From an optimization exercise on the open Yosys and OpenROAD flow, aimed at small area and a short achievable clock period; shortcuts taken in it are not production practice. RTL that was checked went through simulation tests only; none was proved equivalent to the original. The flow treats the clock pin as an ideal source, which a real chip does not have.

==> flow/design.v <==
module FP16_add #(
    parameter C0 = 0,    
    parameter C1 = 1,    
    parameter C2 = 1,    
    parameter C3 = 1,    
    parameter C4 = 1,    
    parameter C5 = 1     
)(
    input wire [15:0]data1,
    input wire [15:0]data2,
    input wire clk,
    input wire rst,
    input wire input_valid,
    output reg [15:0]data_o,
    output reg output_update
    );
    localparam NS = C0 + C1 + C2 + C3 + C4 + C5;
    reg [NS-1:0] vld;
    always @(posedge clk or posedge rst) begin
        if (rst) vld <= {NS{1'b0}};
        else     vld <= {vld[NS-2:0], input_valid};
    end
    always @(*) output_update = vld[NS-1];
    wire [15:0] a, b;
    generate if (C0) begin : g0
        reg [15:0] ra, rb;
        always @(posedge clk) begin ra <= data1; rb <= data2; end
        assign a = ra; assign b = rb;
    end else begin : p0
        assign a = data1; assign b = data2;
    end endgenerate
    wire [4:0] ea = a[14:10], eb = b[14:10];
    wire ovf_0 = (&a) | (&b);                  
    wire gt_0 = a[14:0] > b[14:0];             
    wire egt = ea > eb;
    wire [4:0] dab = ea - eb, dba = eb - ea;
    wire [4:0] d = egt ? dab : dba;            
    wire [4:0] eh_0 = egt ? ea : eb;           
    wire eq0 = ~(|ea) & ~(|eb);
    wire lowz_0 = ~eq0 & ~((|ea) & (|eb));
    wire [9:0] fa_1, fb_1; wire gt_1, sa_1, sb_1, lowz_1, ovf_1; wire [4:0] sh_1; wire [4:0] eh_1;
    generate if (C1) begin : g1
        reg [9:0] r_fa, r_fb; reg r_gt, r_sa, r_sb, r_lowz, r_ovf; reg [4:0] r_sh; reg [4:0] r_eh;
        always @(posedge clk) begin
            r_fa <= a[9:0]; r_fb <= b[9:0]; r_gt <= gt_0; r_sa <= a[15]; r_sb <= b[15];
            r_lowz <= lowz_0; r_sh <= d; r_eh <= eh_0; r_ovf <= ovf_0;
        end
        assign fa_1 = r_fa; assign fb_1 = r_fb; assign gt_1 = r_gt; assign sa_1 = r_sa; assign sb_1 = r_sb;
        assign lowz_1 = r_lowz; assign sh_1 = r_sh; assign eh_1 = r_eh; assign ovf_1 = r_ovf;
    end else begin : p1
        assign fa_1 = a[9:0]; assign fb_1 = b[9:0]; assign gt_1 = gt_0; assign sa_1 = a[15]; assign sb_1 = b[15];
        assign lowz_1 = lowz_0; assign sh_1 = d; assign eh_1 = eh_0; assign ovf_1 = ovf_0;
    end endgenerate
    wire [9:0] fh_1 = gt_1 ? fa_1 : fb_1;
    wire [9:0] fl_1 = gt_1 ? fb_1 : fa_1;
    wire sgn_1 = gt_1 ? sa_1 : sb_1;
    wire sub_1 = sa_1 ^ sb_1;
    wire zall_1 = ~(|eh_1) & ~gt_1;
    wire [22:0] low23 = {2'b01, fl_1, 11'd0} >> sh_1[3:0];
    wire drop_1 = lowz_1 | (sh_1 > 5'd12);
    wire [12:0] al_1 = drop_1 ? 13'd0 : low23[21:9];
    wire st_1 = ~drop_1 & (|low23[8:0]);
    wire [13:0] lx_1 = {al_1, st_1} ^ {14{sub_1}};
    wire [5:0] eh1_1 = ({1'b0, eh_1} + 6'd1) | {6{ovf_1}};
    wire [13:0] lx_2; wire [5:0] eh1_2; wire [9:0] fh_2; wire sgn_2, sub_2, zall_2;
    generate if (C2) begin : g2
        reg [13:0] r_lx; reg [5:0] r_eh1; reg [9:0] r_fh; reg r_sgn, r_sub, r_zall;
        always @(posedge clk) begin
            r_lx <= lx_1; r_eh1 <= eh1_1; r_fh <= fh_1; r_sgn <= sgn_1; r_sub <= sub_1; r_zall <= zall_1;
        end
        assign lx_2 = r_lx; assign eh1_2 = r_eh1; assign fh_2 = r_fh;
        assign sgn_2 = r_sgn; assign sub_2 = r_sub; assign zall_2 = r_zall;
    end else begin : p2
        assign lx_2 = lx_1; assign eh1_2 = eh1_1; assign fh_2 = fh_1;
        assign sgn_2 = sgn_1; assign sub_2 = sub_1; assign zall_2 = zall_1;
    end endgenerate
    wire [14:0] hf = {2'b01, fh_2, 3'd0};
    wire [14:0] s_2 = hf + {sub_2, lx_2} + {14'd0, sub_2};
    wire [14:0] s_3; wire [5:0] eh1_3; wire sgn_3, zall_3;
    generate if (C3) begin : g3
        reg [14:0] r_s; reg [5:0] r_eh1; reg r_sgn, r_zall;
        always @(posedge clk) begin
            r_s <= s_2; r_eh1 <= eh1_2; r_sgn <= sgn_2; r_zall <= zall_2;
        end
        assign s_3 = r_s; assign eh1_3 = r_eh1; assign sgn_3 = r_sgn; assign zall_3 = r_zall;
    end else begin : p3
        assign s_3 = s_2; assign eh1_3 = eh1_2; assign sgn_3 = sgn_2; assign zall_3 = zall_2;
    end endgenerate
    wire [11:0] t = s_3[14:3];
    wire nz2 = |t[11:8], nz1 = |t[7:4], nz0 = |t[3:0];
    wire [1:0] q2 = {~t[11] & ~t[10], ~t[11] & (t[10] | ~t[9])};
    wire [1:0] q1 = {~t[7] & ~t[6], ~t[7] & (t[6] | ~t[5])};
    wire [1:0] q0 = {~t[3] & ~t[2], ~t[3] & (t[2] | ~t[1])};
    wire [1:0] qf = nz2 ? q2 : nz1 ? q1 : q0;
    wire [3:0] lz = {~nz2 & ~nz1, ~nz2 & nz1, qf};
    wire [14:0] n1 = nz2 ? s_3 : nz1 ? {s_3[10:0], 4'd0} : {s_3[6:0], 8'd0};
    wire [14:0] n4 = n1 << qf;
    wire [9:0] m_3 = n4[13:4];                 
    wire rnd_3 = n4[3] & (n4[4] | (|n4[2:0]));
    wire [6:0] e0_3 = {1'b0, eh1_3} - {3'd0, lz};
    wire z_3 = zall_3 | ~(nz2 | nz1 | nz0);    
    wire [9:0] m_4; wire rnd_4, z_4; wire [6:0] e0_4; wire sgn_4;
    generate if (C4) begin : g4
        reg [9:0] r_m; reg r_rnd, r_z; reg [6:0] r_e0; reg r_sgn;
        always @(posedge clk) begin
            r_m <= m_3; r_rnd <= rnd_3; r_e0 <= e0_3; r_sgn <= sgn_3; r_z <= z_3;
        end
        assign m_4 = r_m; assign rnd_4 = r_rnd; assign e0_4 = r_e0; assign sgn_4 = r_sgn; assign z_4 = r_z;
    end else begin : p4
        assign m_4 = m_3; assign rnd_4 = rnd_3; assign e0_4 = e0_3; assign sgn_4 = sgn_3; assign z_4 = z_3;
    end endgenerate
    wire [16:0] er = {e0_4, m_4} + {16'd0, rnd_4};
    wire ovf = (er[16:15] == 2'b01);
    wire neg = er[16];
    wire [15:0] res = ovf ? 16'hffff : (z_4 | neg) ? 16'h0000 : {sgn_4, er[14:0]};
    generate if (C5) begin : g5
        reg [15:0] r_o;
        always @(posedge clk) r_o <= res;
        always @(*) data_o = r_o;
    end else begin : p5
        always @(*) data_o = res;
    end endgenerate
endmodule
clock: 4.0 ns
lec_check: 0
abc_area: 1
cap_margin: 20
core_margin: 2
core_utilization: 40
place_density: 0.6
setup_slack_margin: 2.2
slew_margin: 20
tns_end_percent: 0
standard.sh (not shown) runs the stock make flow with config.mk's settings and CLKGATE_MAP_FILE= SYNTH_SCRIPT=/design/flow/synth_recipe.tcl, a recipe that flattens the netlist after the stock synthesis.
==> flow/flow/run.sh <==
#!/bin/bash
# Standard ORFS layout (the standard.sh) with three changes:
#  - port buffers use the smallest buffer cell instead of the delay cell
#    that buffer_ports picks by default;
#  - the clock tree is built from clkbuf_4 cells, without dummy loads;
#  - after CTS, flow/post_cts.tcl upsizes to clkbuf_8 the clock buffers
#    whose flip-flop clock pins see a slow slew.
# Each tool's full output stays in orfs/logs; make's output goes to
# standard_flow.log.
set -euo pipefail
export BUFFER_PORTS_ARGS="-buffer_cell sky130_fd_sc_hd__buf_1"
export CTS_ARGS="-sink_clustering_enable -repair_clock_nets -buf_list sky130_fd_sc_hd__clkbuf_4 -dont_use_dummy_load"
export POST_CTS_TCL="$PWD/flow/post_cts.tcl"
bash standard.sh finish > standard_flow.log 2>&1
==> flow/flow/post_cts.tcl <==
estimate_parasitics -placement
set my_up [dict create]
foreach pin [all_registers -clock_pins -edge_triggered] {
  set worst 0
  foreach edge {rise fall} {
    foreach an {min max} {
      set s [expr {[sta::time_ui_sta [get_property $pin slew_${an}_$edge]] * 1e12}]
      if {$s > $worst} { set worst $s }
    }
  }
  if {$worst > 100} {
    set net [get_nets -of_objects $pin]
    foreach drv [get_pins -of_objects $net -filter "direction==output"] {
      set inst [get_cells -of_objects $drv]
      if {[get_property $inst ref_name] eq "sky130_fd_sc_hd__clkbuf_4"} {
        dict set my_up [get_full_name $inst] 1
      }
    }
  }
}
foreach name [dict keys $my_up] {
  replace_cell [get_cells $name] sky130_fd_sc_hd__clkbuf_8
}
puts "post_cts: upsized [dict size $my_up] clock buffers"
if {[dict size $my_up] > 0} {
  detailed_placement
  check_placement -verbose
  estimate_parasitics -placement
}
Rerun with:
--- a/flow/design.v
+++ b/flow/design.v
@@ -108,12 +108,19 @@
         assign m_4 = r_m; assign rnd_4 = r_rnd; assign e0_4 = r_e0; assign sgn_4 = r_sgn; assign z_4 = r_z;
     end else begin : p4
         assign m_4 = m_3; assign rnd_4 = rnd_3; assign e0_4 = e0_3; assign sgn_4 = sgn_3; assign z_4 = z_3;
     end endgenerate
-    wire [16:0] er = {e0_4, m_4} + {16'd0, rnd_4};
-    wire ovf = (er[16:15] == 2'b01);
-    wire neg = er[16];
-    wire [15:0] res = ovf ? 16'hffff : (z_4 | neg) ? 16'h0000 : {sgn_4, er[14:0]};
+    reg [9:0] mr;
+    integer j;
+    always @(*)
+        for (j = 0; j < 10; j = j + 1)
+            mr[j] = m_4[j] ^ (rnd_4 & (&(m_4 | ~((10'd1 << j) - 10'd1))));
+    wire c = rnd_4 & (&m_4);                   
+    wire ones = &e0_4[4:0];
+    wire ovf = (e0_4[6:5] == 2'b01) | (c & ones & (e0_4[6:5] == 2'b00));
+    wire neg = e0_4[6] & ~(c & ones);
+    wire [4:0] ef = e0_4[4:0] + {4'd0, c};
+    wire [15:0] res = ovf ? 16'hffff : (z_4 | neg) ? 16'h0000 : {sgn_4, ef, mr};
     generate if (C5) begin : g5
         reg [15:0] r_o;
         always @(posedge clk) r_o <= res;
         always @(*) data_o = r_o;
Result: The new run went through all stages and came out clean; worst setup slack got worse by 0.020 ns; final area goes down by about 5%; flip-flop and latch count is unchanged; synthesized cell count goes down by about 1.3%; utilization goes down by 2.7 points; via count goes down by 4.7%.
For the first run of this note, only the layout was checked, not whether the RTL still works.

-- afterwards: timing with drivers on the ports --
The flow's constraints put no driver on any port. The routed layouts listed below were extracted and timed again, unchanged, in two steps.
Step 1 (the two cells are an assumption about what drives the block):
set clk [get_ports {clk}]
set_driving_cell -lib_cell sky130_fd_sc_hd__clkbuf_16 $clk
set_driving_cell -lib_cell sky130_fd_sc_hd__buf_2 [delete_from_list [all_inputs] $clk]
Step 2, shift: input delay + t, output delay - t, t = (earliest + latest rising clock arrival at the registers) / 2. This alone moves slack from input paths to output paths.
Three values: ideal, step 1, step 2; two values: the first two.
| run | shift t [ns] | setup WS [ns] | clock arrival spread, ns |
|---|---|---|---|
| the first run | 0.544 | 2.075 / 2.075 / 1.556 | 0.027 / 0.027 |
| the second run | 0.549 | 2.055 / 2.055 / 1.564 | 0.029 / 0.029 |
After both steps every run listed still meets setup and hold. For the first run, which loses most, drivers alone change the setup slack by 0.000 ns; drivers and shift together by -0.519 ns.
